What follows belongs to an exercise in optimizing a design on an open flow for small area; a production flow would make more cautious choices.
RTL that was checked went through simulation tests only; none was proved equivalent to the original.
For runs 3 to 7, only the layout was checked, not whether the RTL still works.
Power figures rest on the tool's default switching activity, not on a simulated workload.

==> design/flow/constraint.sdc <==
create_clock -name core_clock -period 5.0 [get_ports {clock}]
set_input_delay 1.0000 -clock core_clock [delete_from_list [all_inputs] [get_ports {clock}]]
set_output_delay 1.0000 -clock core_clock [all_outputs]
set_load 0.01 [all_outputs]
==> design/flow/flow/run.sh <==
#!/bin/bash
set -euo pipefail
bash standard.sh BUFFER_PORTS_ARGS="-buffer_cell sky130_fd_sc_hd__buf_1" finish > standard.log 2>&1
==> design/flow/standard.sh <==
#!/bin/bash
# synth_recipe.tcl (not shown) runs the flow's synth.tcl, then flattens the netlist and writes it again
# the make line also repeats each setting of config.mk as NAME=value (left out here)
make -C /OpenROAD-flow-scripts/flow DESIGN_CONFIG=/design/flow/config.mk WORK_HOME=/design/flow/orfs CLKGATE_MAP_FILE= SYNTH_SCRIPT=/design/flow/synth_recipe.tcl "${@:-finish}"
==> design/flow/config.mk <==
export PLATFORM = sky130hd
export DESIGN_NAME = accel
export DESIGN_NICKNAME = accel
export VERILOG_FILES = /design/flow/design.v
export SDC_FILE = /design/flow/constraint.sdc
export NUM_CORES = 4
export LEC_CHECK = 0
export CAP_MARGIN = 20
export CORE_MARGIN = 2
export CORE_UTILIZATION = 40
export SLEW_MARGIN = 20
==> design/flow/design.v <==
module adder #
(
  parameter ADDER_BITS = 8
)
(
  input                         clock,
  input                         reset,
  input                         rd_fire,
  input                         rd_first,
  input        [ADDER_BITS-1:0] rd_data,
  output       [ADDER_BITS-1:0] c_data
);
  logic [ADDER_BITS-1:0] acc;
  always_ff @(posedge clock)
    if (reset)
      acc <= 'd0;
    else if (rd_fire)
      acc <= (rd_first ? '0 : acc) + rd_data;
  assign c_data = acc;
endmodule
module csr #
 (parameter HOST_ADDR_BITS = 8,
  parameter HOST_DATA_BITS = 32
)
(
  input                         clock,
  input                         reset,
  input                         host_req_valid,
  input                         host_req_opcode,
  input    [HOST_ADDR_BITS-1:0] host_req_addr,
  input    [HOST_DATA_BITS-1:0] host_req_value,
  output                        host_req_deq,
  output                        host_resp_valid,
  output logic [HOST_DATA_BITS-1:0] host_resp_bits,
  output                        launch,
  input                         finish,
  input    [HOST_DATA_BITS-1:0] cycles,
  output   [HOST_DATA_BITS-1:0] length,
  output   [HOST_DATA_BITS-1:0] a_addr,
  output   [HOST_DATA_BITS-1:0] b_addr,
  output   [HOST_DATA_BITS-1:0] c_addr
);
  localparam NUM_REG = 6;
  logic rsp;
  always_ff @(posedge clock)
    if (reset)
      rsp <= 1'b0;
    else
      rsp <= host_req_valid & ~host_req_opcode & ~rsp;
  assign host_req_deq = host_req_valid & ~rsp;
  logic [HOST_DATA_BITS-1:0] rf [NUM_REG-1:0];
  logic        [NUM_REG-1:0] sel;
  logic [HOST_DATA_BITS-1:0] wdata;
  assign wdata = reset ? '0 : host_req_value;
  genvar i;
  for (i = 0; i < NUM_REG; i++) begin : g_reg
    wire hit = host_req_valid & ~rsp & (host_req_addr == i*4);
    wire wen = hit & host_req_opcode;
    always_ff @(posedge clock)
      if (reset)
        sel[i] <= 1'b0;
      else
        sel[i] <= hit & ~host_req_opcode;
    if (i == 0) begin
      always_ff @(posedge clock)
        if (finish & ~reset)
          rf[i] <= 'd2;
        else if (reset | wen)
          rf[i] <= wdata;
    end else if (i == 1) begin
      always_ff @(posedge clock)
        if (finish & ~reset)
          rf[i] <= cycles;
        else if (reset | wen)
          rf[i] <= wdata;
    end else begin
      always_ff @(posedge clock)
        if (reset | wen)
          rf[i] <= wdata;
    end
  end
  always_comb begin
    host_resp_bits = '0;
    for (int k = 0; k < NUM_REG; k++)
      host_resp_bits = host_resp_bits | (rf[k] & {HOST_DATA_BITS{sel[k]}});
  end
  assign host_resp_valid = rsp;
  assign launch = rf[0][0];
  assign length = rf[2];
  assign a_addr = rf[3];
  assign b_addr = rf[4];
  assign c_addr = rf[5];
endmodule
module mmu #
(
  parameter MEM_LEN_BITS = 8,
  parameter MEM_ADDR_BITS = 32,
  parameter HOST_DATA_BITS = 32
)
(
  input                         clock,
  input                         reset,
  output                        mem_req_valid,
  output                        mem_req_opcode,
  output     [MEM_LEN_BITS-1:0] mem_req_len,
  output    [MEM_ADDR_BITS-1:0] mem_req_addr,
  output                        mem_wr_valid,
  input                         mem_rd_valid,
  output                        mem_rd_ready,
  input                         launch,
  output                        finish,
  output   [HOST_DATA_BITS-1:0] cycles,
  input    [HOST_DATA_BITS-1:0] length,
  input    [HOST_DATA_BITS-1:0] a_addr,
  input    [HOST_DATA_BITS-1:0] b_addr,
  input    [HOST_DATA_BITS-1:0] c_addr,
  output                        rd_fire,
  output                        rd_first
);
  typedef enum logic [2:0] {IDLE   = 3'b000,
                            REQ_A  = 3'b001,
                            DATA_A = 3'b010,
                            REQ_B  = 3'b011,
                            DATA_B = 3'b110,
                            REQ_C  = 3'b101,
                            DATA_C = 3'b111,
                            FIN    = 3'b100} state_t;
  state_t nstate, cstate;
  logic [HOST_DATA_BITS-1:0] cnt;
  logic [HOST_DATA_BITS-1:0] cnt_inc;
  logic [HOST_DATA_BITS-1:0] cyc;
  logic                      last;
  assign cnt_inc = cnt + 1'b1;
  assign last = cnt_inc == length;
  always_ff @(posedge clock)
    if (reset)
      cstate <= IDLE;
    else
      cstate <= nstate;
  always_comb begin
    nstate = cstate;
    case (cstate)
      IDLE:   if (launch) nstate = REQ_A;
      REQ_A:  nstate = DATA_A;
      DATA_A: if (mem_rd_valid) nstate = REQ_B;
      REQ_B:  nstate = DATA_B;
      DATA_B: if (mem_rd_valid) nstate = REQ_C;
      REQ_C:  nstate = DATA_C;
      DATA_C: if (last) nstate = FIN; else nstate = REQ_A;
      FIN:    nstate = IDLE;
      default: ;
    endcase
  end
  always_ff @(posedge clock)
    if (reset | cstate == IDLE)
      cnt <= '0;
    else if (cstate == DATA_C)
      cnt <= cnt_inc;
  always_ff @(posedge clock)
    if (reset | cstate == IDLE)
      cyc <= '1;
    else
      cyc <= cyc + 1'b1;
  assign cycles = cyc;
  assign finish = cstate == FIN;
  logic [HOST_DATA_BITS-1:0] base;
  assign base = (cstate == REQ_A) ? a_addr
              : (cstate == REQ_B) ? b_addr
              : c_addr;
  assign mem_req_valid = (cstate == REQ_A) | (cstate == REQ_B) | (cstate == REQ_C);
  assign mem_req_opcode = cstate == REQ_C;
  assign mem_req_len = 'd0;
  assign mem_req_addr = base + cnt;
  assign mem_rd_ready = (cstate == DATA_A) | (cstate == DATA_B);
  assign mem_wr_valid = cstate == DATA_C;
  assign rd_fire = mem_rd_ready & mem_rd_valid;
  assign rd_first = cstate == DATA_A;
endmodule
module accel #
( parameter HOST_ADDR_BITS = 8,
  parameter HOST_DATA_BITS = 32,
  parameter MEM_LEN_BITS = 8,
  parameter MEM_ADDR_BITS = 32,
  parameter MEM_DATA_BITS = 64
)
(
  input                         clock,
  input                         reset,
  input                         host_req_valid,
  input                         host_req_opcode,
  input    [HOST_ADDR_BITS-1:0] host_req_addr,
  input    [HOST_DATA_BITS-1:0] host_req_value,
  output                        host_req_deq,
  output                        host_resp_valid,
  output   [HOST_DATA_BITS-1:0] host_resp_bits,
  output                        mem_req_valid,
  output                        mem_req_opcode,
  output     [MEM_LEN_BITS-1:0] mem_req_len,
  output    [MEM_ADDR_BITS-1:0] mem_req_addr,
  output                        mem_wr_valid,
  output    [MEM_DATA_BITS-1:0] mem_wr_bits,
  input                         mem_rd_valid,
  input     [MEM_DATA_BITS-1:0] mem_rd_bits,
  output                        mem_rd_ready
);
  localparam ADDER_BITS = 8;
  logic                      launch;
  logic                      finish;
  logic [HOST_DATA_BITS-1:0] cycles;
  logic [HOST_DATA_BITS-1:0] length;
  logic [HOST_DATA_BITS-1:0] a_addr;
  logic [HOST_DATA_BITS-1:0] b_addr;
  logic [HOST_DATA_BITS-1:0] c_addr;
  logic                      rd_fire;
  logic                      rd_first;
  logic     [ADDER_BITS-1:0] c_data;
  csr #
  (
    .HOST_ADDR_BITS(HOST_ADDR_BITS),
    .HOST_DATA_BITS(HOST_DATA_BITS)
  )
  c
  (
    .clock           (clock),
    .reset           (reset),
    .host_req_valid  (host_req_valid),
    .host_req_opcode (host_req_opcode),
    .host_req_addr   (host_req_addr),
    .host_req_value  (host_req_value),
    .host_req_deq    (host_req_deq),
    .host_resp_valid (host_resp_valid),
    .host_resp_bits  (host_resp_bits),
    .launch          (launch),
    .finish          (finish),
    .cycles          (cycles),
    .length          (length),
    .a_addr          (a_addr),
    .b_addr          (b_addr),
    .c_addr          (c_addr)
  );
  adder #
  (
    .ADDER_BITS(ADDER_BITS)
  )
  a
  (
    .clock    (clock),
    .reset    (reset),
    .rd_fire  (rd_fire),
    .rd_first (rd_first),
    .rd_data  (mem_rd_bits[ADDER_BITS-1:0]),
    .c_data   (c_data)
  );
  mmu #
  (
    .MEM_LEN_BITS(MEM_LEN_BITS),
    .MEM_ADDR_BITS(MEM_ADDR_BITS),
    .HOST_DATA_BITS(HOST_DATA_BITS)
  )
  m
  (
    .clock          (clock),
    .reset          (reset),
    .mem_req_valid  (mem_req_valid),
    .mem_req_opcode (mem_req_opcode),
    .mem_req_len    (mem_req_len),
    .mem_req_addr   (mem_req_addr),
    .mem_wr_valid   (mem_wr_valid),
    .mem_rd_valid   (mem_rd_valid),
    .mem_rd_ready   (mem_rd_ready),
    .launch         (launch),
    .finish         (finish),
    .cycles         (cycles),
    .length         (length),
    .a_addr         (a_addr),
    .b_addr         (b_addr),
    .c_addr         (c_addr),
    .rd_fire        (rd_fire),
    .rd_first       (rd_first)
  );
  assign mem_wr_bits = {{(MEM_DATA_BITS-ADDER_BITS){1'b0}}, c_data};
endmodule
==> out/metrics.yaml, run 1 <==
clock_network:
  cts_tree: "done"
  insertion_delay_ns: 0.55
  root_buffer: "clkbuf_16"
  cts_buffers: 28
  cts-htree-levels: 1
  clockBufferDepth: 3
  clock_sinks: 274
  clk_pin_slew_ns: 0.06
  hold_buffers: 0
floorplan:
  row_count: 71
  die-area_um2: 39700
  die_h_um: 199
  start_util: 0.406
  die_w_um: 199
  core_area_um2: 37600
  io_pins: 251
critical_path:
  required_ns: 4.00
  critPathLaunchType: "register"
  path_max_fanout: 8
  crit_slowest_cell: "dfxtp_4"
  critPathKind: "reg2out"
  end_kind: "output port"
  cpPeakStageDelay_ns: 0.41
  crit_family: "compound AO/OA/AOI/OAI gates"
  critPathBufInv: 4
  cp.arrival_ns: 3.81
  cp_cell_sequence: "buf_12 -> buf_6 -> mux2i_2 -> o21ai_2 -> ha_1 -> buf_4 -> nor2b_4 -> o2111ai_4 -> a2111o_1 -> nand3_2 -> a221o_1 -> a211oi_2 -> o21bai_1 -> xor2_1 -> buf_2"
power:
  worst_ir_drop_vdd_v: 0.000221
  p_switching_uw: 1240
  total_power_uw: 5290
  p_int_uw: 4050
  pwr-share-comb: 0.074
  power_frac_seq: 0.485
  leakage_uw: 0.00632
  sw_frac_of_total: 0.234
  clkPwrFrac: 0.441
  power_density_nw_per_um2: 302
cells_and_area:
  final_common_cell: "nand2_1"
  nNetsFinal: 1906
  drive_above_1_share: 0.0900
  diodes: 0
  utilization: 0.466
  final_cell_mix: "nand2_1, edfxtp_1, buf_1"
  stdcell_count: 2288
  syn2layout_area_growth_pct: 14.9
grt:
  grt_max_degree: 49
  grt_pass1_wl_um: 64200
  antenna_found_initial: 0
  grt_pass1_vias: 11400
  overflow: 0
  grt_usage: 0.210
synthesis:
  synth_edf_count: 160
  ys_ff_latch: 274
  synth_area_per_cell_um2: 9.32
  synthCells: 1636
  ys.warnings.count: 4
  ys.flop_type: "edfxtp_1"
  seq_area_frac_synth: 0.465
  post_synth_num_cell_types: 72
  synth_async_sr_flop_share: 0
  syn_area_um2: 15200
timing:
  setup_viol: 0
  fin_skew_ns: 0.0166
  fmax_mhz: 208
  finalHoldViolations: 0
  worst_slew_pin_slew_ns: 0.897
  slew_headroom: 0.400
  rsz0062_at_grt: "true"
  period_needed_ns: 4.81
  drv_slew: 0
  fin_crit_sh: 0.961
drt:
  wl_per_cell_um: 18.7
  vias: 12200
  drt_wl_total_um: 42900
  via_per_inst: 5.33
  drt_iter0_drc: 942
  drtPass1Iterations: 5
  drc: 0
  drtAntennaViolNets: 0
place:
  place.gp.congestion: 0.893
  dp_cells: 2220
  dp_hpwl_um: 31300
  numPortBuffers: 130
worst_hold_path:
  hold_class: "reg2reg"
job:
  cap_violations: 0
status:
  status: "complete, no violations"
-- what timing repair did --
| action | 4_1_cts | 5_1_grt |
|---|---|---|
| resized for setup | 23 | 41 |
| pin swaps | 7 | 20 |
| cloned | 1 | 1 |
| setup endpoints to repair | 12 | 9 |
| setup buffers | 3 | 11 |
-- stage by stage --
step / cell area (µm²) / worst slack [ns] / hold WS (ns) / setup TNS (ns)
after CTS: 17300 / 0.00392 / 0.428 / 0
after detailed placement: 16100 / 0.159 / 0.415 / 0
after global routing: 17500 / -0.0434 / 0.459 / -0.0889
final: 17500 / 0.193 / 0.430 / 0
after global placement: 16100 / 0.171 / 0.406 / 0
after floorplan: 15500 / 0.466 / 0.388 / 0
-- metal layers --
layer | global-route usage | wire length [µm]
met3 | 0.0248 | 2400
met5 | 0 | 0
met4 | 0.0542 | 958
met1 | 0.295 | 19600
met2 | 0.345 | 19900
-- state kept, by name, indices dropped and copies added (netlist names) --
register  flops
c.sel         6
m.cstate      3
m.cyc        32
c.rsp         1
a.acc         8
m.cnt        32
c.rf        192
-- power by group through the flow --
stage                     combinational, µW  sequential, µW  clock, µW
after floorplan                         276            2590          0
after global placement                  369            2610          0
after detailed placement                373            2610          0
after CTS                               381            2560       2360
after global routing                    435            2570       2460
final                                   393            2560       2330
-- final timing paths --
| path | slack, ns | start | to | cells past startpoint |
|---|---|---|---|---|
| setup reg to reg | 1.31 | m.cnt[0]$_SDFFE_PP0P_ | m.cstate[2]$_SDFFE_PP0P_ | 9 |
| setup / recovery | 0.19 | m.cstate[1]$_SDFFE_PP0P_ | mem_req_addr[30] | 15 |
| hold reg to reg | 0.43 | m.cyc[0]$_SDFF_PP1_ | m.cyc[0]$_SDFF_PP1_ | 1 |
| hold / removal | 0.43 | m.cyc[0]$_SDFF_PP1_ | m.cyc[0]$_SDFF_PP1_ | 1 |
-- cell type report --
cell class                      instances  area, µm²
Clock buffer                           37        858
Clock inverter                         15        198
Fill cell                            3579      20100
Inverter                               24       90.1
Multi-Input combinational cell       1250       7700
Sequential cell                       274       7090
Tap cell                              511        639
Timing Repair Buffer                  177        941
-- cell usage after synthesis, types with 3 or more instances --
cell	number	share of area
a211o_1	3	0.0017
edfxtp_1	160	0.32
nor2b_1	52	0.021
nand2b_1	13	0.0053
o21ai_0	66	0.022
a22oi_1	96	0.047
nor3b_1	3	0.0015
nand2_1	247	0.061
clkbuf_1	68	0.017
buf_1	5	0.0012
inv_1	23	0.0057
a21o_1	16	0.0079
a221o_1	4	0.0026
or3_1	14	0.0057
and3_1	14	0.0057
or2_2	5	0.0021
xnor2_1	68	0.039
o21bai_1	10	0.0049
o21ai_1	4	0.0013
nor3_1	24	0.0079
or4_1	5	0.0025
a211oi_1	6	0.0030
nor2_1	93	0.023
a21oi_1	122	0.040
o31ai_1	6	0.0030
mux2i_1	34	0.022
nand4_1	27	0.011
dfxtp_1	114	0.15
buf_4	73	0.036
and2_1	8	0.0033
buf_2	5	0.0016
nor4_1	14	0.0057
and4_1	4	0.0023
ha_1	40	0.033
a31oi_1	9	0.0037
o21a_1	6	0.0030
xor2_1	44	0.025
nand3_1	86	0.028
nand3b_1	3	0.0015
o211ai_1	5	0.0025
-- logic make-up (layout without fill, tap and decap cells) --
kind of cell,count (synthesis),count (layout),synth area share
and+or+nand+nor,626,626,0.197
AOI/OAI and AO/OA,371,371,0.153
DFF,274,274,0.465
buffers and inverters,175,253,0.0615
xor gates and xnor gates,112,112,0.0644
adders and majority gates,42,42,0.0355
muxes,35,35,0.0231
other,1,64,0.000246
==> inputs of run 2 (changes only) <==
--- a/design/flow/config.mk
+++ b/design/flow/config.mk
@@ -7,5 +7,6 @@
 export LEC_CHECK = 0
 export CAP_MARGIN = 20
 export CORE_MARGIN = 2
-export CORE_UTILIZATION = 40
+export CORE_UTILIZATION = 60
+export CTS_BUF_LIST = sky130_fd_sc_hd__clkbuf_4 sky130_fd_sc_hd__clkbuf_8
 export SLEW_MARGIN = 20
==> run 2 against run 1 <==
  * Sequential power hardly changed
  * Combinational power down 2%
  * Sequential cell count unchanged
  * Design area is 2.6% lower
  * Area after synthesis unchanged
  * Highest routed layer unchanged
==> out/metrics.yaml, run 2 <==
status:
  status: "complete, no violations"
critical_path:
  cp_cell_sequence: "buf_6 -> mux2i_1 -> o21ai_1 -> ha_2 -> and2_1 -> a221o_1 -> a211oi_2 -> nand3_1 -> a221o_1 -> a21o_1 -> a21oi_1 -> xnor2_1 -> clkbuf_2"
  cp.arrival_ns: 3.93
  cpPeakStageDelay_ns: 0.43
  critPathKind: "reg2out"
  crit_slowest_cell: "dfxtp_4"
  path_max_fanout: 11
  crit_top_cell: "a221o_1"
  required_ns: 4.00
  critPathBufInv: 2
  crit_family: "compound AO/OA/AOI/OAI gates"
  end_kind: "output port"
  critPathLaunchType: "register"
clock_network:
  clock_sinks: 274
  cts_buffers: 45
  clk_pin_slew_ns: 0.07
  clockBufferDepth: 3
  cts-htree-levels: 2
  cts_tree: "done"
  insertion_delay_ns: 0.56
  root_buffer: "clkbuf_8"
  hold_buffers: 0
place:
  numPortBuffers: 130
  place_area_um2: 15800
  dp_hpwl_um: 29200
  place.gp.congestion: 0.876
synthesis:
  synth_area_per_cell_um2: 9.32
  post_synth_num_cell_types: 72
  synthTopCellsByCount: "nand2_1, edfxtp_1, a21oi_1"
  syn_area_um2: 15200
  synth.largest_area_cell: "edfxtp_1"
  synth_most_common_cell: "nand2_1"
  netlist_top_cells_area: "edfxtp_1, dfxtp_1, nand2_1, a22oi_1, a21oi_1"
  synthCells: 1636
  ys.warnings.count: 4
  ys.flop_type: "edfxtp_1"
  ys_ff_latch: 274
  synth_edf_count: 160
  synth_top_area_frac: 0.315
  synth_async_sr_flop_share: 0
  seq_area_frac_synth: 0.465
timing:
  fin_crit_sh: 0.986
  period_needed_ns: 4.93
  worst_slew_pin_slew_ns: 1.07
  setup_viol: 0
  drv_slew: 0
  rsz0062_at_grt: "true"
  slew_headroom: 0.287
  fin_skew_ns: 0.0122
  fmax_mhz: 203
  finalHoldViolations: 0
grt:
  grt_max_degree: 85
  antenna_found_initial: 0
  grt_pass1_wl_um: 62600
  overflow: 0
  grt_pass1_vias: 11400
  grt_usage: 0.304
cells_and_area:
  multi_input_area_um2: 7640
  drive_above_1_share: 0.0977
  largest_register: "c.rf"
  fillers: 2086
  largest_reg_flops: 192
  regArea_um2: 7100
  final_cell_mix: "nand2_1, edfxtp_1, buf_1"
  nNetsFinal: 1917
  syn2layout_area_growth_pct: 12.0
  final_area_um2: 17100
  reg_top3: "c.rf (192), m.cnt (32), m.cyc (32)"
  final_common_cell: "nand2_1"
  utilization: 0.682
  diodes: 0
floorplan:
  die-area_um2: 26700
  die_h_um: 163
  io_pins: 251
  row_count: 58
  die_w_um: 163
  start_util: 0.609
  core_area_um2: 25000
drt:
  drc: 0
  drtPass1Iterations: 5
  wl_per_cell_um: 19.4
  drtAntennaViolNets: 0
  via_per_inst: 5.88
  vias: 12500
  drt_iter0_drc: 924
  drt_wl_total_um: 41400
power:
  p_int_uw: 3840
  power_frac_seq: 0.507
  pwr-share-comb: 0.076
  clkPwrFrac: 0.417
  worst_ir_drop_vdd_v: 0.000218
  power_density_nw_per_um2: 296
  total_power_uw: 5060
  sw_frac_of_total: 0.240
  p_switching_uw: 1220
  leakage_uw: 0.00627
worst_hold_path:
  hold_class: "reg2reg"
job:
  cap_violations: 0
-- run 2: final cells by class --
class	count	area share
inverters	24	0.00528
clock inverters	12	0.00682
repair buffers	170	0.0496
multi-input cells	1251	0.448
clock buffers	71	0.0507
flip-flops and latches	274	0.416
well taps	330	0.0242
-- run 2: path summary, 6_finish.rpt --
check                                         startpoint                       end  slack, ns  depth (start not counted)
worst min register to register       m.cyc[0]$_SDFF_PP1_       m.cyc[0]$_SDFF_PP1_       0.42                          1
worst min-delay path                 m.cyc[0]$_SDFF_PP1_       m.cyc[0]$_SDFF_PP1_       0.42                          1
worst max-delay path            m.cstate[1]$_SDFFE_PP0P_          mem_req_addr[28]       0.07                         13
worst max register to register     m.cnt[0]$_SDFFE_PP0P_  m.cstate[2]$_SDFFE_PP0P_       1.25                          9
-- run 2: cell families (layout without fill, tap and decap cells) --
| family | Yosys count | in the layout | synth area share |
|---|---|---|---|
| muxes | 35 | 35 | 0.0231 |
| AOI/OAI and AO/OA | 371 | 371 | 0.153 |
| buffers and inverters | 175 | 277 | 0.0615 |
| xor gates and xnor gates | 112 | 112 | 0.0644 |
| adders and majority gates | 42 | 42 | 0.0355 |
| other | 1 | 64 | 0.000246 |
| and+or+nand+nor | 626 | 627 | 0.197 |
| DFF | 274 | 274 | 0.465 |
-- run 2: stage by stage --
stage | TNS, ns | hold WS, ns | cells | setup slack [ns]
after floorplan | 0 | 0.388 | 1699 | 0.466
after global placement | 0 | 0.403 | 2036 | 0.269
after detailed placement | 0 | 0.409 | 2036 | 0.204
after CTS | 0 | 0.423 | 2122 | 0.00986
after global routing | -0.0344 | 0.469 | 2132 | -0.0275
final | 0 | 0.425 | 2132 | 0.0720
-- run 2: power groups by stage --
stage	Sequential (µW)	Clock, µW	Combinational, µW
6_report	2570	2110	385
5_1_grt	2580	2230	422
4_1_cts	2560	2130	367
3_5_place_dp	2610	0	362
3_3_place_gp	2610	0	357
2_1_floorplan	2590	0	276
-- run 2: per-layer routing --
metal / vias to the layer above / wire length (µm) / GRT usage / part of all wire
met1: 5952 / 18500 / 0.443 / 0.45
met2: 467 / 19000 / 0.471 / 0.46
met3: 66 / 2840 / 0.0406 / 0.069
met5: - / 0 / 0 / 0
li1: 6048 / - / - / -
met4: 0 / 1010 / 0.103 / 0.024
-- run 2: repair_timing --
action                                 CTS  global route
endpoints found under the hold margin    0             0
pin swaps                                2            17
setup endpoints to repair               11             9
resized for setup                       15            39
setup buffers                            3             9
cloned                                   0             1
==> inputs of run 3 (changes only) <==
--- a/design/flow/design.v
+++ b/design/flow/design.v
@@ -170,7 +170,26 @@
   assign mem_req_valid = (cstate == REQ_A) | (cstate == REQ_B) | (cstate == REQ_C);
   assign mem_req_opcode = cstate == REQ_C;
   assign mem_req_len = 'd0;
-  assign mem_req_addr = base + cnt;
+  logic [HOST_DATA_BITS-1:0] ap, ag, gg, pp;
+  always_comb begin
+    ap = base ^ cnt;
+    ag = base & cnt;
+    gg = ag;
+    pp = ap;
+    for (int l = 0; l < $clog2(HOST_DATA_BITS); l++)
+      for (int i = 0; i < HOST_DATA_BITS; i++)
+        if ((i % (2 << l)) == (2 << l) - 1) begin
+          gg[i] = gg[i] | (pp[i] & gg[i - (1 << l)]);
+          pp[i] = pp[i] & pp[i - (1 << l)];
+        end
+    for (int l = $clog2(HOST_DATA_BITS) - 2; l >= 0; l--)
+      for (int i = 0; i < HOST_DATA_BITS; i++)
+        if (i >= (2 << l) && (i % (2 << l)) == (1 << l) - 1) begin
+          gg[i] = gg[i] | (pp[i] & gg[i - (1 << l)]);
+          pp[i] = pp[i] & pp[i - (1 << l)];
+        end
+  end
+  assign mem_req_addr = ap ^ {gg[HOST_DATA_BITS-2:0], 1'b0};
   assign mem_rd_ready = (cstate == DATA_A) | (cstate == DATA_B);
   assign mem_wr_valid = cstate == DATA_C;
   assign rd_fire = mem_rd_ready & mem_rd_valid;
--- a/design/flow/config.mk
+++ b/design/flow/config.mk
@@ -7,6 +7,5 @@
 export LEC_CHECK = 0
 export CAP_MARGIN = 20
 export CORE_MARGIN = 2
-export CORE_UTILIZATION = 60
-export CTS_BUF_LIST = sky130_fd_sc_hd__clkbuf_4 sky130_fd_sc_hd__clkbuf_8
+export CORE_UTILIZATION = 40
 export SLEW_MARGIN = 20
==> run 3 against run 2 <==
  * Now fails the layout checks on negative setup slack
  * Non-clock buffer count is 58 higher
  * Die area increased by 44%
  * Hold slack improved by 0.032 ns
  * Global-route usage shrank 8.1 points
  * Utilization decreased by 19 points
  * Setup slack got worse by 0.74 ns
  * Clock power increased by 15%
  * Routed wire length increased by 7.9%
  * Critical path type unchanged
==> out/metrics.yaml, run 3 <==
critical_path:
  reg2reg_to: "m.cstate[0]$_SDFFE_PP0P_"
  crit_path_end: "mem_req_addr[31]"
  rrSetupSlack_ns: 1.12
  required_ns: 4.00
  r2r_start: "m.cnt[3]$_SDFFE_PP0P_"
  end_kind: "output port"
  cp_cell_sequence: "nand2b_4 -> nor2_4 -> nand2_2 -> o21ai_2 -> ha_2 -> inv_2 -> fa_2 -> nand2b_4 -> a21oi_4 -> o2111ai_4 -> o41ai_4 -> a2111oi_2 -> or3_4 -> o21a_1 -> o21a_1 -> fa_2 -> xor2_2 -> xnor2_1 -> buf_2"
  startpoint: "m.cstate[1]$_SDFFE_PP0P_"
  critPathBufInv: 2
  cp_num_cells: 19
  crit_family: "compound AO/OA/AOI/OAI gates"
  critPathLaunchType: "register"
  path_max_fanout: 6
  ff2ff_path_depth: 8
  cp.arrival_ns: 4.67
  cpPeakStageDelay_ns: 0.46
  critPathKind: "reg2out"
  crit_slowest_cell: "o41ai_4"
synthesis:
  synthTopCellsByCount: "nand2_1, edfxtp_1, dfxtp_1"
  ys_ff_latch: 274
  synth_most_common_cell: "nand2_1"
  synthCells: 1543
  synth_async_sr_flop_share: 0
  seq_area_frac_synth: 0.479
  ys.flop_type: "edfxtp_1"
  synth_top_area_frac: 0.325
  synth_area_per_cell_um2: 9.60
  synth.largest_area_cell: "edfxtp_1"
  synth_edf_count: 160
  netlist_top_cells_area: "edfxtp_1, dfxtp_1, nand2_1, a22oi_1, a21oi_1"
  post_synth_num_cell_types: 60
  ys.warnings.count: 4
  syn_area_um2: 14800
place:
  place.gp.congestion: 0.901
  dp_hpwl_um: 30100
  place_area_um2: 16000
  numPortBuffers: 130
grt:
  grt_max_degree: 53
  grt_usage: 0.223
  overflow: 0
  grt_pass1_vias: 11500
  antenna_found_initial: 2
  grt_pass1_wl_um: 66200
drt:
  drtPass1Iterations: 7
  drtAntennaViolNets: 0
  via_per_inst: 5.46
  wl_per_cell_um: 20.2
  vias: 12100
  drt_iter0_drc: 901
  drt_wl_total_um: 44600
  drc: 0
floorplan:
  die-area_um2: 38600
  io_pins: 251
  row_count: 70
  die_h_um: 196
  start_util: 0.405
  die_w_um: 196
  core_area_um2: 36500
cells_and_area:
  final_area_um2: 17800
  reg_top3: "c.rf (192), m.cnt (32), m.cyc (32)"
  final_cell_mix: "nand2_1, edfxtp_1, buf_1"
  syn2layout_area_growth_pct: 20.5
  largest_reg_flops: 192
  drive_above_1_share: 0.150
  multi_input_area_um2: 7480
  largest_register: "c.rf"
  regArea_um2: 7100
  final_common_cell: "nand2_1"
  nNetsFinal: 1883
  fillers: 3392
power:
  sw_frac_of_total: 0.235
  p_int_uw: 4110
  leakage_uw: 0.00693
  worst_ir_drop_vdd_v: 0.000235
  clkPwrFrac: 0.450
  power_density_nw_per_um2: 301
  pwr-share-comb: 0.072
  power_frac_seq: 0.478
  p_switching_uw: 1270
worst_hold_path:
  hp-start: "c.rf[0][5]$_SDFFE_PP0P_"
  hold_class: "reg2reg"
timing:
  slew_headroom: 0.300
  fin_crit_sh: 1.13
  worst_slew_pin_slew_ns: 1.05
  fmax_mhz: 177
  drv_slew: 0
  finalHoldViolations: 0
  worst_slack_ns: -0.665
  period_needed_ns: 5.67
  tns_ns: -6.04
  setup_viol: 16
  fin_skew_ns: 0.0331
  rsz0062_at_grt: "true"
clock_network:
  clock_sinks: 274
  cts_buffers: 30
  root_buffer: "clkbuf_16"
  clk_pin_slew_ns: 0.06
  cts-htree-levels: 1
  insertion_delay_ns: 0.59
  cts_tree: "done"
  clockBufferDepth: 3
job:
  cap_violations: 0
status:
  status: "finished with violations"
  violations: "negative setup slack"
run 3: cell count changes in the layout (fill, tap and decap cells not counted), sizes merged, moves of 14 or more:
cell	change
buf	+55
clkbuf	-25
xnor2	-20
nand3	-18
o21ai	-16
fa	+15
inv	+15
a21oi	-14
run 3: cell families after synthesis:
| kind of cell | synth area share |
|---|---|
| xor+xnor | 0.0615 |
| simple gates | 0.181 |
| mux | 0.0230 |
| compound gates | 0.137 |
| buf+inv | 0.0631 |
| fa+ha+maj | 0.0551 |
| other cells | 0.000253 |
| flops | 0.479 |
run 3: worst min path at each step:
stage | to | slack, ns | cells after the start
global route | c.rf[0][23]$_SDFFE_PP0P_ | 0.48 | 2
detailed placement | c.rf[0][5]$_SDFFE_PP0P_ | 0.45 | 2
finish | c.rf[0][5]$_SDFFE_PP0P_ | 0.46 | 2
CTS | c.rf[0][5]$_SDFFE_PP0P_ | 0.46 | 2
floorplan | m.cyc[0]$_SDFF_PP1_ | 0.41 | 1
global placement | m.cyc[0]$_SDFF_PP1_ | 0.43 | 1
run 3: power groups by stage:
stage / sequential (µW) / combinational [µW] / clock (µW)
floorplan: 2590 / 248 / 0
global placement: 2610 / 348 / 0
detailed placement: 2620 / 354 / 0
CTS: 2570 / 359 / 2440
global route: 2580 / 423 / 2530
finish: 2570 / 386 / 2420
run 3: metal layers:
metal | track usage | share of wire | wire length (µm) | up-vias
met5 | 0 | 0.00018 | 8 | -
met1 | 0.297 | 0.43 | 19000 | 5828
met4 | 0.0657 | 0.025 | 1120 | 2
li1 | - | - | - | 5732
met2 | 0.374 | 0.48 | 21300 | 436
met3 | 0.0373 | 0.072 | 3220 | 72
run 3: timing repair:
item / 4_1_cts / 5_1_grt
resized for setup: 24 / 125
pin swaps: 14 / 37
gates cloned: 0 / 2
setup buffers: 4 / 23
setup endpoints to repair: 18 / 20
hold buffers: 0 / 0
run 3: area by class of cell:
type / count / share of cell area
Multi-Input combinational cell: 1148 / 0.419
Sequential cell: 274 / 0.398
Timing Repair Buffer: 228 / 0.0805
Clock buffer: 43 / 0.0506
Tap cell: 468 / 0.0328
Clock inverter: 13 / 0.0106
Inverter: 37 / 0.00807
Antenna cell: 1 / 0.000140
run 3: tightest hold or removal path, delay by kind of cell (launching register included):
kind	cells	cell delay [ns]
compound gates	1	0.05
flops	1	0.31
simple gates	1	0.05
run 3: stage by stage:
step | std cells | setup slack, ns | util | hold WS, ns | power (µW)
after floorplan | 1606 | -0.0161 | - | 0.408 | 2840
after global placement | 2127 | -0.261 | 0.438 | 0.434 | 2960
after detailed placement | 2127 | -0.304 | 0.438 | 0.447 | 2970
after CTS | 2186 | -0.673 | 0.470 | 0.455 | 5370
after global routing | 2211 | -0.882 | 0.488 | 0.475 | 5530
final | 2212 | -0.665 | 0.488 | 0.456 | 5370
==> inputs of run 4 (changes only) <==
==> design/flow/run.sh (new file) <==
#!/bin/bash
# synth_recipe.tcl (not shown) runs the flow's synth.tcl, then flattens the netlist and writes it again
# the make line also repeats each setting of config.mk as NAME=value (left out here)
make -C /OpenROAD-flow-scripts/flow DESIGN_CONFIG=/design/flow/config.mk WORK_HOME=/design/flow/orfs CLKGATE_MAP_FILE= SYNTH_SCRIPT=/design/flow/synth_recipe.tcl finish
removed: design/flow/flow/run.sh
removed: design/flow/standard.sh
==> run 4 against run 3 <==
  * Still fails the layout checks on negative setup slack
  * Hold slack lost 0.00093 ns
  * Setup slack gained 0.064 ns
  * Design area grew 1.6%
  * Largest power group unchanged
  * Largest cell class unchanged
  * Cell count is essentially flat
==> out/metrics.yaml, run 4 <==
clock_network:
  root_buffer: "clkbuf_16"
  cts_tree: "done"
  clock_sinks: 274
  cts_buffers: 29
  hold_buffers: 0
  cts-htree-levels: 1
  clk_pin_slew_ns: 0.06
  insertion_delay_ns: 0.54
  clockBufferDepth: 3
timing:
  worst_slew_pin_slew_ns: 0.958
  worst_slack_ns: -0.602
  setup_viol: 18
  drv_slew: 0
  slew_headroom: 0.361
  fin_crit_sh: 1.12
  period_needed_ns: 5.60
  rsz0062_at_grt: "true"
  fmax_mhz: 179
  finalHoldViolations: 0
  whs_ns: 0.455
  fin_skew_ns: 0.00945
  tns_ns: -5.85
synthesis:
  synth_most_common_cell: "nand2_1"
  synthCells: 1543
  synth_async_sr_flop_share: 0
  synth_top_area_frac: 0.325
  ys.warnings.count: 4
  syn_area_um2: 14800
  synth_area_per_cell_um2: 9.60
  ys.flop_type: "edfxtp_1"
  netlist_top_cells_area: "edfxtp_1, dfxtp_1, nand2_1, a22oi_1, a21oi_1"
  seq_area_frac_synth: 0.479
  synthTopCellsByCount: "nand2_1, edfxtp_1, dfxtp_1"
  ys_ff_latch: 274
  synth_edf_count: 160
  synth.largest_area_cell: "edfxtp_1"
  post_synth_num_cell_types: 60
cells_and_area:
  nNetsFinal: 1884
  diodes: 0
  syn2layout_area_growth_pct: 22.4
  largest_register: "c.rf"
  drive_above_1_share: 0.119
  largest_reg_flops: 192
  fillers: 3375
  final_cell_mix: "nand2_1, edfxtp_1, clkdlybuf4s50_1"
  stdcell_count: 2210
  reg_top3: "c.rf (192), m.cnt (32), m.cyc (32)"
  final_common_cell: "nand2_1"
drt:
  drt_wl_total_um: 43600
  drtAntennaViolNets: 0
  vias: 12000
  drc: 0
  via_per_inst: 5.44
  wl_per_cell_um: 19.7
  drt_iter0_drc: 1094
  drtPass1Iterations: 6
critical_path:
  ff2ff_path_depth: 9
  cp.arrival_ns: 4.60
  path_max_fanout: 6
  cp_cell_sequence: "nand2b_4 -> nor2_4 -> nand2_1 -> o21ai_2 -> ha_2 -> inv_2 -> fa_2 -> nand2b_4 -> a21oi_4 -> o2111ai_4 -> o41ai_4 -> a2111oi_2 -> or3_4 -> o21a_1 -> o21a_1 -> fa_2 -> xor2_2 -> xnor2_1 -> buf_2"
  r2r_start: "m.cnt[4]$_SDFFE_PP0P_"
  crit_slowest_cell: "o41ai_4"
  cpPeakStageDelay_ns: 0.41
  end_kind: "output port"
  required_ns: 4.00
  critPathKind: "reg2out"
  startpoint: "m.cstate[1]$_SDFFE_PP0P_"
  rrSetupSlack_ns: 1.16
  reg2reg_to: "m.cstate[0]$_SDFFE_PP0P_"
  critPathLaunchType: "register"
power:
  worst_ir_drop_vdd_v: 0.000283
  total_power_uw: 5260
  leakage_uw: 0.00713
  power_density_nw_per_um2: 290
grt:
  grt_max_degree: 37
  antenna_found_initial: 0
  grt_pass1_vias: 11600
  grt_usage: 0.222
  grt_pass1_wl_um: 66300
  overflow: 0
floorplan:
  start_util: 0.405
  die_h_um: 196
  die-area_um2: 38600
  io_pins: 251
  die_w_um: 196
  core_area_um2: 36500
  row_count: 70
worst_hold_path:
  holdPathEnd: "m.cyc[0]$_SDFF_PP1_"
  hold-path-cell-count: 1
  hold_class: "reg2reg"
  hp-start: "m.cyc[0]$_SDFF_PP1_"
status:
  violations: "negative setup slack"
  status: "finished with violations"
place:
  dp_hpwl_um: 30500
  numPortBuffers: 130
  place.gp.congestion: 0.892
  dp_cells: 2153
job:
  cap_violations: 0
## run 4: power by group
group | switching (µW) | internal (µW) | total (µW)
clock network | 900 | 1380 | 2280
registers | 65.9 | 2500 | 2570
logic | 239 | 178 | 417
total | 1200 | 4060 | 5260
## run 4: area by class of cell
class                   instances  area [µm²]  area share
clock buffers                  35         788      0.0435
clock inverters                18         223      0.0123
inverters                      37         144     0.00794
multi-input cells            1148        7240       0.399
flip-flops and latches        274        7100       0.392
well taps                     468         586      0.0323
repair buffers                230        2050       0.113
## run 4: cell families after synthesis
family	count (synthesis)	synth area share
DFF	274	0.479
and+or+nand+nor	569	0.181
buffers and inverters	184	0.0631
AOI/OAI and AO/OA	322	0.137
muxes	34	0.0230
adders and majority gates	55	0.0551
other	1	0.000253
xor gates and xnor gates	104	0.0615
## run 4: through the flow
| stage | area [µm²] | utilization | setup slack, ns |
|---|---|---|---|
| floorplan | 15200 | - | -0.0161 |
| global placement | 17000 | 0.465 | -0.619 |
| detailed placement | 17000 | 0.465 | -0.655 |
| CTS | 18100 | 0.494 | -0.662 |
| global route | 18100 | 0.496 | -0.798 |
| finish | 18100 | 0.496 | -0.602 |
## run 4: layer usage
metal	GRT usage	vias up	wire [µm]	share of wire
met5	0	-	0	0
met2	0.367	422	20200	0.46
met4	0.0648	0	1150	0.026
li1	-	5719	-	-
met3	0.0291	63	2690	0.062
met1	0.306	5817	19500	0.45
## run 4: worst max-delay path by stage
stage	to	slack (ns)	cells past startpoint
after floorplan	mem_req_addr[31]	-0.02	19
after global placement	mem_req_addr[31]	-0.62	19
after detailed placement	mem_req_addr[31]	-0.65	19
after CTS	mem_req_addr[31]	-0.66	19
after global routing	mem_req_addr[31]	-0.80	19
final	mem_req_addr[31]	-0.60	19
## run 4: what timing repair did
item	4_1_cts	5_1_grt
resized for setup	42	35
hold endpoints to repair	0	0
pin swaps	7	12
buffers inserted	3	1
endpoints found under the setup margin	23	24
## run 4: critical path: cells and delay by family (launching register included)
kind / cells / cell delay, ns
xor+xnor: 2 / 0.31
flops: 1 / 0.36
buf+inv: 2 / 0.20
compound gates: 7 / 1.32
fa+ha+maj: 3 / 0.87
simple gates: 5 / 0.98
==> inputs of run 5 (changes only) <==
--- a/design/flow/design.v
+++ b/design/flow/design.v
@@ -152,7 +152,7 @@
     endcase
   end
   always_ff @(posedge clock)
-    if (reset | cstate == IDLE)
+    if (reset | cstate == IDLE | cstate == FIN)
       cnt <= '0;
     else if (cstate == DATA_C)
       cnt <= cnt_inc;
@@ -163,33 +163,38 @@
       cyc <= cyc + 1'b1;
   assign cycles = cyc;
   assign finish = cstate == FIN;
+  localparam H = HOST_DATA_BITS / 2;
+  logic                      nxt_b, nxt_c, nxt_inc;
   logic [HOST_DATA_BITS-1:0] base;
-  assign base = (cstate == REQ_A) ? a_addr
-              : (cstate == REQ_B) ? b_addr
-              : c_addr;
+  logic                      lo_carry;
+  logic              [H-1:0] lo_sum;
+  logic [HOST_DATA_BITS-1:H] hi_sum;
+  logic                      carry_q;
+  logic [HOST_DATA_BITS-1:0] raddr;
+  assign nxt_b = (cstate == REQ_A) | (cstate == DATA_A);
+  assign nxt_c = (cstate == REQ_B) | (cstate == DATA_B);
+  assign nxt_inc = (cstate == REQ_C) | (cstate == DATA_C);
+  assign base = nxt_b ? b_addr : nxt_c ? c_addr : a_addr;
+  logic [HOST_DATA_BITS:0] cy;
+  logic [HOST_DATA_BITS-1:0] sum;
+  always_comb begin
+    cy[0] = nxt_inc;
+    for (int i = 0; i < HOST_DATA_BITS; i++) begin
+      sum[i] = base[i] ^ cnt[i] ^ ((i == H) ? carry_q : cy[i]);
+      cy[i+1] = (base[i] & cnt[i]) | (((i == H) ? carry_q : cy[i]) & (base[i] ^ cnt[i]));
+    end
+  end
+  assign lo_carry = cy[H];
+  assign lo_sum = sum[H-1:0];
+  assign hi_sum = sum[HOST_DATA_BITS-1:H];
+  always_ff @(posedge clock) begin
+    carry_q <= lo_carry;
+    raddr <= {hi_sum, lo_sum};
+  end
   assign mem_req_valid = (cstate == REQ_A) | (cstate == REQ_B) | (cstate == REQ_C);
   assign mem_req_opcode = cstate == REQ_C;
   assign mem_req_len = 'd0;
-  logic [HOST_DATA_BITS-1:0] ap, ag, gg, pp;
-  always_comb begin
-    ap = base ^ cnt;
-    ag = base & cnt;
-    gg = ag;
-    pp = ap;
-    for (int l = 0; l < $clog2(HOST_DATA_BITS); l++)
-      for (int i = 0; i < HOST_DATA_BITS; i++)
-        if ((i % (2 << l)) == (2 << l) - 1) begin
-          gg[i] = gg[i] | (pp[i] & gg[i - (1 << l)]);
-          pp[i] = pp[i] & pp[i - (1 << l)];
-        end
-    for (int l = $clog2(HOST_DATA_BITS) - 2; l >= 0; l--)
-      for (int i = 0; i < HOST_DATA_BITS; i++)
-        if (i >= (2 << l) && (i % (2 << l)) == (1 << l) - 1) begin
-          gg[i] = gg[i] | (pp[i] & gg[i - (1 << l)]);
-          pp[i] = pp[i] & pp[i - (1 << l)];
-        end
-  end
-  assign mem_req_addr = ap ^ {gg[HOST_DATA_BITS-2:0], 1'b0};
+  assign mem_req_addr = raddr;
   assign mem_rd_ready = (cstate == DATA_A) | (cstate == DATA_B);
   assign mem_wr_valid = cstate == DATA_C;
   assign rd_fire = mem_rd_ready & mem_rd_valid;
==> run 5 against run 4 <==
  * The layout still fails its checks (negative setup slack)
  * Global-route usage down 0.11 points
  * Routed wire length barely moved
  * Area after synthesis up 2.8%
  * Cell count is 0.36% lower
  * Sequential cell count increased by 33
  * Clock power is 25% higher
  * Sequential power grew 12%
  * Largest cell class is now sequential cells
==> out/metrics.yaml, run 5 <==
status:
  status: "finished with violations"
  violations: "negative setup slack"
grt:
  antenna_found_initial: 0
  globalRoute.busiestLayer: "met2"
  grt_use_met1: 0.327
  grt_usage: 0.221
  grt_max_degree: 82
  grt_pass1_wl_um: 66500
  use_met2: 0.335
  gr-usage-met3: 0.0417
  overflow: 0
  grt_pass1_vias: 11200
critical_path:
  r2r_start: "m.cstate[0]$_SDFFE_PP0P_"
  end_kind: "register"
  startpoint: "m.cstate[0]$_SDFFE_PP0P_"
  critPathKind: "reg2reg"
  cp.arrival_ns: 7.11
  path_max_fanout: 4
  required_ns: 5.39
  critPathLaunchType: "register"
  crit_top_cell: "fa_2"
  cpPeakStageDelay_ns: 0.39
  cp_cell_sequence: "xor2_1 -> nand2_2 -> mux2i_1 -> nor2_1 -> a21oi_2 -> fa_2 -> fa_2 -> fa_2 -> fa_2 -> fa_2 -> fa_2 -> fa_2 -> fa_2 -> fa_2 -> fa_2 -> fa_2 -> fa_2 -> fa_2 -> inv_2 -> fa_2 -> inv_2 -> fa_2 -> inv_2 -> fa_1"
  crit_slowest_cell: "fa_1"
drt:
  vias: 11600
  wl_per_cell_um: 19.8
  drtAntennaViolNets: 0
  drt_wl_total_um: 43600
  via_per_inst: 5.25
  drtPass1Iterations: 5
  drt_iter0_drc: 974
  drc: 0
place:
  place.gp.congestion: 0.841
  dp_hpwl_um: 30300
  numPortBuffers: 130
floorplan:
  die_w_um: 199
  die_h_um: 199
  row_count: 71
  io_pins: 251
  core_area_um2: 37600
  die-area_um2: 39600
  start_util: 0.405
cells_and_area:
  diodes: 0
  final_common_cell: "nand2_1"
  nNetsFinal: 1814
  largest_register: "c.rf"
  drive_above_1_share: 0.118
  syn2layout_area_growth_pct: 21.4
  final_cell_mix: "nand2_1, edfxtp_1, dfxtp_1"
  largest_reg_flops: 192
  utilization: 0.491
timing:
  worst_slew_pin_slew_ns: 0.983
  rsz0062_at_grt: "true"
  drv_slew: 0
  finalHoldViolations: 0
  fin_skew_ns: 0.0195
  setup_viol: 13
  fin_crit_sh: 1.34
  period_needed_ns: 6.72
  worst_slack_ns: -1.72
  fmax_mhz: 149
  slew_headroom: 0.343
clock_network:
  clockBufferDepth: 3
  clk_pin_slew_ns: 0.06
  clock_sinks: 307
  cts-htree-levels: 2
  root_buffer: "clkbuf_16"
  cts_tree: "done"
  cts_buffers: 36
  insertion_delay_ns: 0.52
synthesis:
  synth.largest_area_cell: "edfxtp_1"
  synth_most_common_cell: "nand2_1"
  synthTopCellsByCount: "nand2_1, edfxtp_1, dfxtp_1"
  ys.warnings.count: 4
  post_synth_num_cell_types: 70
  netlist_top_cells_area: "edfxtp_1, dfxtp_1, nand2_1, a22oi_1, fa_1"
  synthCells: 1518
  seq_area_frac_synth: 0.509
  synth_async_sr_flop_share: 0
  synth_top_area_frac: 0.316
  ys.flop_type: "edfxtp_1"
  syn_area_um2: 15200
  ys_ff_latch: 307
  synth_edf_count: 160
  synth_area_per_cell_um2: 10.0
worst_hold_path:
  hold_class: "reg2reg"
  hp-start: "m.cyc[0]$_SDFF_PP1_"
power:
  total_power_uw: 6110
  leakage_uw: 0.00683
  power_density_nw_per_um2: 331
  worst_ir_drop_vdd_v: 0.000187
job:
  cap_violations: 0
-- run 5: changes by cell type in the layout (fill, tap and decap cells not counted), sizes merged, moves of 19 or more --
cell,change
buf,-44
dfxtp,+33
o21ai,-19
inv,+37
xor2,-23
ha,-29
nand2,-33
-- run 5: final timing paths --
| kind | endpoint | depth (start not counted) | slack (ns) |
|---|---|---|---|
| setup / recovery | m.raddr[15]$_DFF_P_ | 24 | -1.72 |
| hold / removal | m.cyc[0]$_SDFF_PP1_ | 1 | 0.45 |
| setup reg to reg | m.raddr[15]$_DFF_P_ | 24 | -1.72 |
| hold reg to reg | m.cyc[0]$_SDFF_PP1_ | 1 | 0.45 |
-- run 5: metrics by stage --
step / area [µm²] / instances / setup WS, ns / TNS [ns] / hold WS, ns
final: 18500 / 2202 / -1.72 / -13.67 / 0.452
after CTS: 18500 / 2202 / -1.70 / -12.86 / 0.456
after global routing: 18500 / 2202 / -1.94 / -16.24 / 0.468
after floorplan: 15600 / 1581 / -1.71 / -13.17 / 0.400
after global placement: 17200 / 2136 / -1.68 / -12.86 / 0.434
after detailed placement: 17200 / 2136 / -1.71 / -13.28 / 0.444
-- run 5: where the power goes --
| part | internal, µW | switching [µW] |
|---|---|---|
| Combinational | 164 | 223 |
| Sequential | 2790 | 79.3 |
| Clock | 1790 | 1060 |
| Total | 4750 | 1360 |
-- run 5: cell type report --
| type | count | area, µm² |
|---|---|---|
| Clock buffer | 51 | 1060 |
| Inverter | 74 | 278 |
| Multi-Input combinational cell | 1053 | 6720 |
| Sequential cell | 307 | 7760 |
| Timing Repair Buffer | 192 | 1770 |
| Clock inverter | 14 | 238 |
| Tap cell | 511 | 639 |
| Fill cell | 3416 | 19100 |
-- run 5: repair_timing --
item,in CTS,in global routing
pin swaps,2,3
hold buffers,0,0
setup endpoints to repair,13,13
buffers inserted,1,0
gates resized for setup,1,6
-- run 5: cells by family after synthesis --
logic type,after synthesis,share of synthesized area
flops,307,0.509
mux,33,0.0217
buf+inv,221,0.0754
other cells,1,0.000246
compound gates,288,0.119
xor+xnor,91,0.0524
simple gates,536,0.172
fa+ha+maj,41,0.0495
-- run 5: metal layers --
metal	vias to the layer above	wire length, µm
met5	-	0
met4	0	773
met3	48	3310
met2	433	19200
met1	5591	20300
li1	5497	-
-- run 5: worst max-delay path, delay by kind of cell, from the launching register on --
family          cells  cell delay [ns]
flops               1             0.35
buf+inv             3             0.16
mux                 1             0.13
simple gates        2             0.22
compound gates      1             0.05
fa+ha+maj          16             5.51
xor+xnor            1             0.17
==> inputs of run 6 (changes only) <==
--- a/design/flow/design.v
+++ b/design/flow/design.v
@@ -51,7 +51,8 @@
   logic [HOST_DATA_BITS-1:0] rf [NUM_REG-1:0];
   logic        [NUM_REG-1:0] sel;
   logic [HOST_DATA_BITS-1:0] wdata;
-  assign wdata = reset ? '0 : host_req_value;
+  logic                      done;
+  assign wdata = reset ? '0 : finish ? cycles : host_req_value;
   genvar i;
   for (i = 0; i < NUM_REG; i++) begin : g_reg
     wire hit = host_req_valid & ~rsp & (host_req_addr == i*4);
@@ -61,31 +62,38 @@
         sel[i] <= 1'b0;
       else
         sel[i] <= hit & ~host_req_opcode;
-    if (i == 0) begin
-      always_ff @(posedge clock)
-        if (finish & ~reset)
-          rf[i] <= 'd2;
-        else if (reset | wen)
+    if (i == 0) begin : g_ctrl
+      always_ff @(posedge clock)
+        if (reset)
+          done <= 1'b0;
+        else if (finish)
+          done <= 1'b1;
+        else if (wen)
+          done <= 1'b0;
+      always_ff @(posedge clock)
+        if (reset | wen)
           rf[i] <= wdata;
-    end else if (i == 1) begin
-      always_ff @(posedge clock)
-        if (finish & ~reset)
-          rf[i] <= cycles;
-        else if (reset | wen)
+    end else if (i == 1) begin : g_cycles
+      always_ff @(posedge clock)
+        if (reset | finish | wen)
           rf[i] <= wdata;
-    end else begin
+    end else begin : g_plain
       always_ff @(posedge clock)
         if (reset | wen)
           rf[i] <= wdata;
     end
   end
+  logic sel0_val, sel0_done;
+  assign sel0_val = sel[0] & ~done;
+  assign sel0_done = sel[0] & done;
   always_comb begin
-    host_resp_bits = '0;
-    for (int k = 0; k < NUM_REG; k++)
+    host_resp_bits = (rf[0] & {HOST_DATA_BITS{sel0_val}})
+                   | {{(HOST_DATA_BITS-2){1'b0}}, sel0_done, 1'b0};
+    for (int k = 1; k < NUM_REG; k++)
       host_resp_bits = host_resp_bits | (rf[k] & {HOST_DATA_BITS{sel[k]}});
   end
   assign host_resp_valid = rsp;
-  assign launch = rf[0][0];
+  assign launch = rf[0][0] & ~done;
   assign length = rf[2];
   assign a_addr = rf[3];
   assign b_addr = rf[4];
@@ -152,7 +160,7 @@
     endcase
   end
   always_ff @(posedge clock)
-    if (reset | cstate == IDLE | cstate == FIN)
+    if (reset | cstate == IDLE)
       cnt <= '0;
     else if (cstate == DATA_C)
       cnt <= cnt_inc;
@@ -163,38 +171,14 @@
       cyc <= cyc + 1'b1;
   assign cycles = cyc;
   assign finish = cstate == FIN;
-  localparam H = HOST_DATA_BITS / 2;
-  logic                      nxt_b, nxt_c, nxt_inc;
   logic [HOST_DATA_BITS-1:0] base;
-  logic                      lo_carry;
-  logic              [H-1:0] lo_sum;
-  logic [HOST_DATA_BITS-1:H] hi_sum;
-  logic                      carry_q;
-  logic [HOST_DATA_BITS-1:0] raddr;
-  assign nxt_b = (cstate == REQ_A) | (cstate == DATA_A);
-  assign nxt_c = (cstate == REQ_B) | (cstate == DATA_B);
-  assign nxt_inc = (cstate == REQ_C) | (cstate == DATA_C);
-  assign base = nxt_b ? b_addr : nxt_c ? c_addr : a_addr;
-  logic [HOST_DATA_BITS:0] cy;
-  logic [HOST_DATA_BITS-1:0] sum;
-  always_comb begin
-    cy[0] = nxt_inc;
-    for (int i = 0; i < HOST_DATA_BITS; i++) begin
-      sum[i] = base[i] ^ cnt[i] ^ ((i == H) ? carry_q : cy[i]);
-      cy[i+1] = (base[i] & cnt[i]) | (((i == H) ? carry_q : cy[i]) & (base[i] ^ cnt[i]));
-    end
-  end
-  assign lo_carry = cy[H];
-  assign lo_sum = sum[H-1:0];
-  assign hi_sum = sum[HOST_DATA_BITS-1:H];
-  always_ff @(posedge clock) begin
-    carry_q <= lo_carry;
-    raddr <= {hi_sum, lo_sum};
-  end
+  assign base = (cstate == REQ_A) ? a_addr
+              : (cstate == REQ_B) ? b_addr
+              : c_addr;
   assign mem_req_valid = (cstate == REQ_A) | (cstate == REQ_B) | (cstate == REQ_C);
   assign mem_req_opcode = cstate == REQ_C;
   assign mem_req_len = 'd0;
-  assign mem_req_addr = raddr;
+  assign mem_req_addr = base + cnt;
   assign mem_rd_ready = (cstate == DATA_A) | (cstate == DATA_B);
   assign mem_wr_valid = cstate == DATA_C;
   assign rd_fire = mem_rd_ready & mem_rd_valid;
==> design/flow/flow/run.sh (new file) <==
#!/bin/bash
set -euo pipefail
bash standard.sh BUFFER_PORTS_ARGS="-buffer_cell sky130_fd_sc_hd__buf_1" finish > standard.log 2>&1
==> design/flow/standard.sh (new file) <==
#!/bin/bash
# synth_recipe.tcl (not shown) runs the flow's synth.tcl, then flattens the netlist and writes it again
# the make line also repeats each setting of config.mk as NAME=value (left out here)
make -C /OpenROAD-flow-scripts/flow DESIGN_CONFIG=/design/flow/config.mk WORK_HOME=/design/flow/orfs CLKGATE_MAP_FILE= SYNTH_SCRIPT=/design/flow/synth_recipe.tcl "${@:-finish}"
--- a/design/flow/config.mk
+++ b/design/flow/config.mk
@@ -7,5 +7,5 @@
 export LEC_CHECK = 0
 export CAP_MARGIN = 20
 export CORE_MARGIN = 2
-export CORE_UTILIZATION = 40
+export CORE_UTILIZATION = 60
 export SLEW_MARGIN = 20
removed: design/flow/run.sh
==> run 6 against run 5 <==
  * Now clean on timing, DRC and antenna
  * Largest power group unchanged
  * Clock skew fell by 0.0053 ns
  * Critical endpoint is now mem_req_addr[25]
  * Total power fell by 8.7%
  * Hold slack got worse by 0.015 ns
  * Largest cell class unchanged
==> out/metrics.yaml, run 6 <==
grt:
  antenna_found_initial: 0
  globalRoute.busiestLayer: "met2"
  grt_use_met1: 0.415
  grt_max_degree: 53
  grt_usage: 0.288
  use_met2: 0.450
  gr-usage-met3: 0.0520
  overflow: 0
  grt_pass1_vias: 9981
  grt_pass1_wl_um: 54500
drt:
  vias: 10900
  drc: 0
  drt_wl_total_um: 37100
  drtPass1Iterations: 6
  drt_iter0_drc: 1364
  drtAntennaViolNets: 0
  wl_per_cell_um: 20.5
  via_per_inst: 6.03
job:
  cap_violations: 0
floorplan:
  die_w_um: 159
  core_area_um2: 23500
  die-area_um2: 25200
  start_util: 0.611
  io_pins: 251
  row_count: 56
  die_h_um: 159
cells_and_area:
  largest_reg_flops: 192
  final_cell_mix: "edfxtp_1, nand2_1, buf_1"
  syn2layout_area_growth_pct: 12.2
  stdcell_count: 1811
  final_area_um2: 16100
  drive_above_1_share: 0.0731
  largest_register: "c.rf"
  nNetsFinal: 1621
  diodes: 0
  reg_top3: "c.rf (192), m.cnt (32), m.cyc (32)"
  final_common_cell: "edfxtp_1"
synthesis:
  seq_area_frac_synth: 0.518
  post_synth_num_cell_types: 66
  synth.largest_area_cell: "edfxtp_1"
  netlist_top_cells_area: "edfxtp_1, dfxtp_1, a222oi_1, xnor2_1, nand2_1"
  ys.warnings.count: 4
  synth_top_area_frac: 0.402
  syn_area_um2: 14300
  synth_area_per_cell_um2: 10.7
  synth_async_sr_flop_share: 0
  synthTopCellsByCount: "edfxtp_1, nand2_1, nor2_1"
  ys.flop_type: "edfxtp_1"
  synth_edf_count: 192
  synth_most_common_cell: "edfxtp_1"
  synthCells: 1346
  ys_ff_latch: 275
clock_network:
  insertion_delay_ns: 0.54
  cts-htree-levels: 1
  clock_sinks: 275
  root_buffer: "clkbuf_16"
  clockBufferDepth: 3
  cts_buffers: 28
  clk_pin_slew_ns: 0.06
  cts_tree: "done"
  hold_buffers: 0
timing:
  worst_slack_ns: 0.192
  worst_slew_pin_slew_ns: 1.02
  slew_headroom: 0.321
  finalHoldViolations: 0
  setup_viol: 0
  drv_slew: 0
  fin_skew_ns: 0.0141
  fmax_mhz: 208
  period_needed_ns: 4.81
  fin_crit_sh: 0.962
status:
  status: "complete, no violations"
place:
  dpl_worst_slack_ns: 0.325
  dp_hpwl_um: 24800
  numPortBuffers: 130
  place.gp.congestion: 0.924
  dp_cells: 1755
  place_area_um2: 15000
critical_path:
  cp.arrival_ns: 3.81
  critPathLaunchType: "register"
  path_max_fanout: 18
  end_kind: "output port"
  critPathKind: "reg2out"
  required_ns: 4.00
worst_hold_path:
  hold_class: "reg2reg"
power:
  leakage_uw: 0.00601
  power_density_nw_per_um2: 346
  worst_ir_drop_vdd_v: 0.000286
==> run 6: cell count changes in the layout (fill, tap and decap cells not counted), sizes merged, moves of 30 or more <==
cell	delta
ha	+31
fa	-30
nand3	-30
a22o	+32
a21oi	-61
clkdlybuf4s50	-129
a222oi	+63
edfxtp	+32
nand2	-51
buf	+91
inv	-49
a22oi	-92
o21ai	+33
dfxtp	-64
==> run 6: power by group <==
group          internal, µW  leakage (µW)  total [µW]  switching (µW)
combinational           287       0.00292         762             475
clock                  1260      0.000455        2130             869
sequential             2590       0.00263        2680            92.5
==> run 6: area by class of cell <==
class	count	area, µm²
clock buffers	34	744
clock inverters	18	190
fillers	1904	7380
inverters	27	101
multi-input cells	982	6460
flip-flops and latches	275	7440
well taps	319	399
repair buffers	156	756
==> run 6: routing by layer <==
layer  routed length (µm)  part of all wire
met1                16000              0.43
met2                16800              0.45
met3                 3470             0.093
met4                  845             0.023
met5                    0                 0
==> run 6: worst paths after layout <==
check / start / to / slack (ns) / depth (start not counted)
hold / removal: m.cyc[0]$_SDFF_PP1_ / m.cyc[0]$_SDFF_PP1_ / 0.44 / 1
hold reg to reg: m.cyc[0]$_SDFF_PP1_ / m.cyc[0]$_SDFF_PP1_ / 0.44 / 1
setup / recovery: m.cstate[1]$_SDFFE_PP0P_ / mem_req_addr[25] / 0.19 / 14
setup reg to reg: m.cnt[0]$_SDFFE_PP0P_ / m.cstate[2]$_SDFFE_PP0P_ / 1.35 / 9
==> run 6: what timing repair did <==
item                                    4_1_cts  5_1_grt
pin swaps                                     1        5
setup buffers                                 0        2
endpoints found under the setup margin        7        6
cloned                                        0        2
resized for setup                            10       16
==> run 6: per-stage QoR <==
| step | total power, µW | TNS (ns) | hold slack, ns | utilization |
|---|---|---|---|---|
| after global routing | 5760 | -0.00232 | 0.452 | 0.686 |
| after detailed placement | 3460 | 0 | 0.422 | 0.640 |
| after global placement | 3440 | 0 | 0.416 | 0.640 |
| final | 5570 | 0 | 0.436 | 0.686 |
| after CTS | 5560 | 0 | 0.436 | 0.681 |
| after floorplan | 3280 | 0 | 0.400 | - |
==> run 6: worst max-delay path, stage by stage (launching register included) <==
cell       delay, ns
dfxtp_2         0.42
buf_12          0.22
mux2i_1         0.24
o21ai_2         0.10
ha_2            0.32
a2111oi_1       0.39
o21ai_1         0.17
nand4_1         0.27
buf_4           0.17
a21oi_1         0.07
nor4_1          0.28
o21bai_1        0.12
a21oi_1         0.19
xnor2_1         0.14
buf_1           0.16
==> run 6: cells by family (layout without fill, tap and decap cells) <==
family	Yosys count	in the layout	share of synthesized area
compound gates	289	289	0.145
xor+xnor	123	123	0.0751
fa+ha+maj	42	42	0.0377
buf+inv	152	235	0.0570
flops	275	275	0.518
mux	38	38	0.0265
other cells	1	64	0.000261
simple gates	426	426	0.141
==> inputs of run 7 (changes only) <==
--- a/design/flow/config.mk
+++ b/design/flow/config.mk
@@ -8,4 +8,6 @@
 export CAP_MARGIN = 20
 export CORE_MARGIN = 2
 export CORE_UTILIZATION = 60
+export CTS_CLUSTER_DIAMETER = 100
+export CTS_CLUSTER_SIZE = 25
 export SLEW_MARGIN = 20
==> run 7 against run 6 <==
  * Still clean on timing, DRC and antenna
  * Synthesized cell count unchanged
  * Global-route usage fell by 0.67 points
  * Design area shrank 3.4%
  * Combinational power is 0.7% lower
  * Critical endpoint unchanged
  * Largest cell class unchanged
  * Largest power group unchanged
==> out/metrics.yaml, run 7 <==
grt:
  grt_use_met1: 0.417
  globalRoute.busiestLayer: "met2"
  use_met2: 0.436
  overflow: 0
  grt_pass1_wl_um: 53300
  grt_max_degree: 53
  grt_usage: 0.281
  gr-usage-met3: 0.0406
  antenna_found_initial: 0
critical_path:
  crit_slowest_cell: "dfxtp_2"
  end_kind: "output port"
  critPathKind: "reg2out"
  path_max_fanout: 18
  cp.arrival_ns: 3.84
  critPathLaunchType: "register"
  cpPeakStageDelay_ns: 0.43
  rrSetupSlack_ns: 1.38
power:
  clkPwrFrac: 0.267
  power_density_nw_per_um2: 301
  pwr-share-comb: 0.162
  p_switching_uw: 1240
  total_power_uw: 4680
timing:
  setup_viol: 0
  worst_slew_pin_slew_ns: 1.01
  period_needed_ns: 4.84
  drv_slew: 0
  worst_slack_ns: 0.163
  finalHoldViolations: 0
  fin_crit_sh: 0.967
  slew_headroom: 0.328
place:
  dp_hpwl_um: 24800
  dp_cells: 1755
  numPortBuffers: 130
  place.gp.congestion: 0.924
worst_hold_path:
  hold_class: "reg2reg"
  hold-path-cell-count: 1
cells_and_area:
  drive_above_1_share: 0.0513
  utilization: 0.662
  diodes: 0
synthesis:
  synthCells: 1346
  synth_async_sr_flop_share: 0
  synth_top_area_frac: 0.402
  ys_ff_latch: 275
  ys.warnings.count: 4
  netlist_top_cells_area: "edfxtp_1, dfxtp_1, a222oi_1, xnor2_1, nand2_1"
  post_synth_num_cell_types: 66
  ys.flop_type: "edfxtp_1"
  synth_area_per_cell_um2: 10.7
  synth.largest_area_cell: "edfxtp_1"
job:
  cap_violations: 0
status:
  status: "complete, no violations"
clock_network:
  clk_pin_slew_ns: 0.10
  insertion_delay_ns: 0.49
  cts_tree: "done"
  cts-htree-levels: 1
  hold_buffers: 0
  cts_buffers: 14
floorplan:
  io_pins: 251
  die_h_um: 159
  core_area_um2: 23500
  row_count: 56
  die-area_um2: 25200
  die_w_um: 159
drt:
  drc: 0
  drt_wl_total_um: 36200
  drtPass1Iterations: 7
  drtAntennaViolNets: 0
  wl_per_cell_um: 20.3
  drt_iter0_drc: 1218
  vias: 10700
  via_per_inst: 6.02
-- run 7: cell counts after synthesis --
No cell type changed its count.
-- run 7: worst max-delay path, delay by kind of cell (launching register included) --
kind	cells	cell delay [ns]
buf+inv	3	0.56
compound gates	6	1.07
flops	1	0.43
fa+ha+maj	1	0.39
simple gates	2	0.55
xor+xnor	1	0.14
mux	1	0.21
-- run 7: layer usage --
layer / up-vias / routed length, µm
met4: 0 / 758
met2: 473 / 16300
met1: 5089 / 15800
li1: 5113 / -
met3: 45 / 3370
met5: - / 0
-- run 7: worst paths after layout --
check | from | endpoint
setup / recovery | m.cstate[1]$_SDFFE_PP0P_ | mem_req_addr[25]
hold / removal | m.cyc[0]$_SDFF_PP1_ | m.cyc[0]$_SDFF_PP1_
setup reg to reg | m.cnt[0]$_SDFFE_PP0P_ | m.cstate[2]$_SDFFE_PP0P_
hold reg to reg | m.cyc[0]$_SDFF_PP1_ | m.cyc[0]$_SDFF_PP1_
-- run 7: power groups by stage --
| stage | Clock, µW | Sequential, µW | Combinational (µW) |
|---|---|---|---|
| final | 1250 | 2670 | 757 |
| after detailed placement | 0 | 2720 | 736 |
| after global routing | 1330 | 2690 | 846 |
| after global placement | 0 | 2720 | 728 |
| after floorplan | 0 | 2700 | 578 |
| after CTS | 1250 | 2670 | 743 |
-- run 7: cells by family (layout without fill, tap and decap cells) --
| kind of cell | Yosys count | count (layout) | synth area share |
|---|---|---|---|
| AOI/OAI and AO/OA | 289 | 289 | 0.145 |
| muxes | 38 | 38 | 0.0265 |
| xor gates and xnor gates | 123 | 123 | 0.0751 |
| and+or+nand+nor | 426 | 426 | 0.141 |
| DFF | 275 | 275 | 0.518 |
| buffers and inverters | 152 | 206 | 0.0570 |
| adders and majority gates | 42 | 42 | 0.0377 |
| other | 1 | 64 | 0.000261 |
-- run 7: cell type report --
type	count	area (µm²)
timing repair buffer	155	748
sequential	275	7430
fill	1968	7930
clock buffer	24	409
tap	319	399
multi-input combinational	982	6450
inverter	27	101
-- run 7: per-stage QoR --
| step | setup TNS (ns) | hold slack, ns |
|---|---|---|
| floorplan | 0 | 0.400 |
| global placement | 0 | 0.416 |
| detailed placement | 0 | 0.422 |
| CTS | 0 | 0.445 |
| global route | -0.0560 | 0.463 |
| finish | 0 | 0.441 |
-- run 7: timing repair --
| action | in CTS | in global routing |
|---|---|---|
| buffers inserted | 0 | 1 |
| gates cloned | 0 | 2 |
| endpoints found under the setup margin | 5 | 8 |
| gates resized for setup | 5 | 17 |
| pin swaps | 1 | 4 |

-- separate check: timing with driven ports --
Ports are ideal in the flow. The routed layouts listed here were re-timed in OpenROAD. Step 1 sets driving cells, clkbuf_16 on the clock port and buf_2 on the other inputs (assumed; they add their load-dependent delay and slew). Step 2 also shifts input and output timing later by t, the mid clock arrival at the registers, as if the neighbouring blocks saw the same clock. Three values: ideal, step 1, step 2; two values: the first two.
run	t, ns	slack for setup (ns)
run 1	0.597	0.193 / 0.141 / 0.738
run 2	0.603	0.072 / 0.025 / 0.628
run 3	0.627	-0.665 / -0.716 / -0.090
run 4	0.595	-0.602 / -0.655 / -0.060
run 5	0.570	-1.720 / -1.720 / -1.720
run 6	0.585	0.192 / 0.142 / 0.728
run 7	0.528	0.163 / 0.116 / 0.644
